What follows belongs to an exercise in optimizing a design on an open flow for small area; a production flow would make more cautious choices. Function was checked by simulation only, so behaviour that the tests miss may differ from the original. Power and IR drop assume default switching activity.

## ISE
module ISE(
 input               clk
,input               reset
,input       [4:0]   image_in_index
,input       [23:0]  pixel_in
,output              busy
,output              out_valid
,output      [1:0]   color_index
,output reg  [4:0]   image_out_index
);
function carry18;
    input [17:0] a;
    input [17:0] b;
    input        cin;
    integer      i;
    reg          c;
    begin
        c = cin;
        for (i = 0; i < 18; i = i + 1)
            c = (a[i] & b[i]) | (a[i] & c) | (b[i] & c);
        carry18 = c;
    end
endfunction
reg     [13:0]  pc;          
reg             bcyc;        
reg             fin;         
assign busy = bcyc | fin;
wire            pc_last  = &pc;
wire            pc_zero5 = ~|pc[4:0];
wire            pc_zero  = ~|pc[13:5] & pc_zero5;
wire            ge544    = (|pc[13:10]) | (pc[9] & (|pc[8:5]));   
wire            ge576    = (|pc[13:10]) | (pc[9] & (|pc[8:6]));   
wire            visit    = ~ge544 & (&pc[4:0]);                   
wire            serial   = ~ge544 & (|pc[13:5]) & ~pc[4] & ~(&pc[3:0]);  
wire            bit14    = pc[3:0] == 4'd14;
wire            sorting  = fin & ge544;                           
wire            after1   = fin & ge576;
wire            freeze   = fin & pc[10] & pc[9] & pc[5] & pc[0];
always @(posedge clk or posedge reset)
begin
    if (reset) begin
        pc   <= 14'd0;
  ...
Size in the first run: about 1,700 cells after synthesis, roughly 720 flip-flops, about 40 I/O pins, roughly 0.020 sq mm of cells after synthesis.
export LEC_CHECK = 0
export CAP_MARGIN = 20
export CORE_MARGIN = 2
export CORE_UTILIZATION = 70
export CTS_BUF_LIST = sky130_fd_sc_hd__clkbuf_8
export CTS_CLUSTER_DIAMETER = 60
export CTS_CLUSTER_SIZE = 16
export PLACE_DENSITY = 0.8
export SLEW_MARGIN = 20
create_clock -name core_clock -period 85.0 [get_ports {clk}]
standard.sh (not shown) runs the stock make flow with config.mk's settings and CLKGATE_MAP_FILE= SYNTH_SCRIPT=/design/flow/synth_recipe.tcl, a recipe that flattens the netlist after the stock synthesis.
==> flow/flow/run.sh <==
#!/bin/bash
# The standard layout (standard.sh), with three changes:
#  - synthesis: the standard flow's script, but ABC maps with flow/area.abc (area oriented) and no
#    adder cells are forced in (ADDER_MAP_FILE empty); registers are unchanged,
#  - port buffers of the smallest buffer cell,
#  - clock tree synthesis without dummy loads.
# Each tool's output goes to ORFS's own logs; make's output to standard_flow.log.
set -euo pipefail
W=$PWD
{ head -n 1 synth_recipe.tcl; cat flow/abc_override.tcl; tail -n +2 synth_recipe.tcl; } > area_synth.tcl
export AREA_ABC_SCRIPT=$W/flow/area.abc
export BUFFER_PORTS_ARGS="-buffer_cell sky130_fd_sc_hd__buf_1"
export CTS_ARGS="-sink_clustering_enable -repair_clock_nets -buf_list sky130_fd_sc_hd__clkbuf_8 -sink_clustering_size 16 -sink_clustering_max_diameter 60 -dont_use_dummy_load"
bash standard.sh SYNTH_SCRIPT=$W/area_synth.tcl ADDER_MAP_FILE= finish > standard_flow.log 2>&1
==> flow/flow/abc_override.tcl <==
# Map with an area-oriented ABC script instead of the one ORFS's synthesis names;
# everything else in the synthesis is the standard one.
proc abc {args} {
  set i [lsearch -exact $args -script]
  if { $i >= 0 } {
    set args [lreplace $args [expr {$i+1}] [expr {$i+1}] $::env(AREA_ABC_SCRIPT)]
  }
  yosys abc {*}$args
}
==> flow/flow/area.abc <==
strash
ifraig
scorr
dc2
strash
dch -f
amap -F 4
strash
dc2
dch -f
amap -F 4
topo
The starting point passed the timing, DRC and antenna checks.
Change:
--- a/flow/flow/area.abc
+++ b/flow/flow/area.abc
@@ -11,0 +12,4 @@
+strash
+dc2
+dch -f
+amap -F 4
- CORE_UTILIZATION: 70 -> 75
- CTS_BUF_LIST: sky130_fd_sc_hd__clkbuf_8 -> unset
- CTS_CLUSTER_DIAMETER: 60 -> unset
- CTS_CLUSTER_SIZE: 16 -> unset
- PLACE_DENSITY: 0.8 -> 0.85
The changed run finished clean.
Routed wire length is about the same.
Synthesized area decreases slightly.
Via count goes up slightly.
Die area decreases by a few percent.
Global-route usage is higher by 1.3 points.
Sequential power is about the same.
Clock skew is lower by 0.021 ns.
Worst setup slack gains 0.35 ns.
Critical path depth fell by 2.

re-timing with driven ports:
The flow's constraints put no driver on any port. The routed layouts listed below were extracted and timed again, unchanged, in two steps. Step 1: set_driving_cell puts a clkbuf_16 on clk and a buf_2 on each other input, an assumption about the parent block. Step 2, shift: input delay + t, output delay - t, t = (earliest + latest rising clock arrival at the registers) / 2. This alone moves slack from input paths to output paths. Slacks: no drivers / after step 1 / after step 2; pairs: no drivers / after step 1.
run | shift t [ns] | setup slack, ns | hold WS [ns] | worst slew at a driven data input, ns | cell pins on the clock port's net
the first run | 0.611 | 62.026 / 62.051 / 61.440 | 0.295 / 0.295 / 0.295 | 0.03 | 1
the second run | 0.625 | 62.376 / 62.402 / 61.777 | 0.288 / 0.288 / 0.288 | 0.03 | 1
After both steps every run listed still meets setup and hold. For the second run, which loses most, drivers alone change the setup slack by +0.026 ns; drivers and shift together by -0.599 ns.
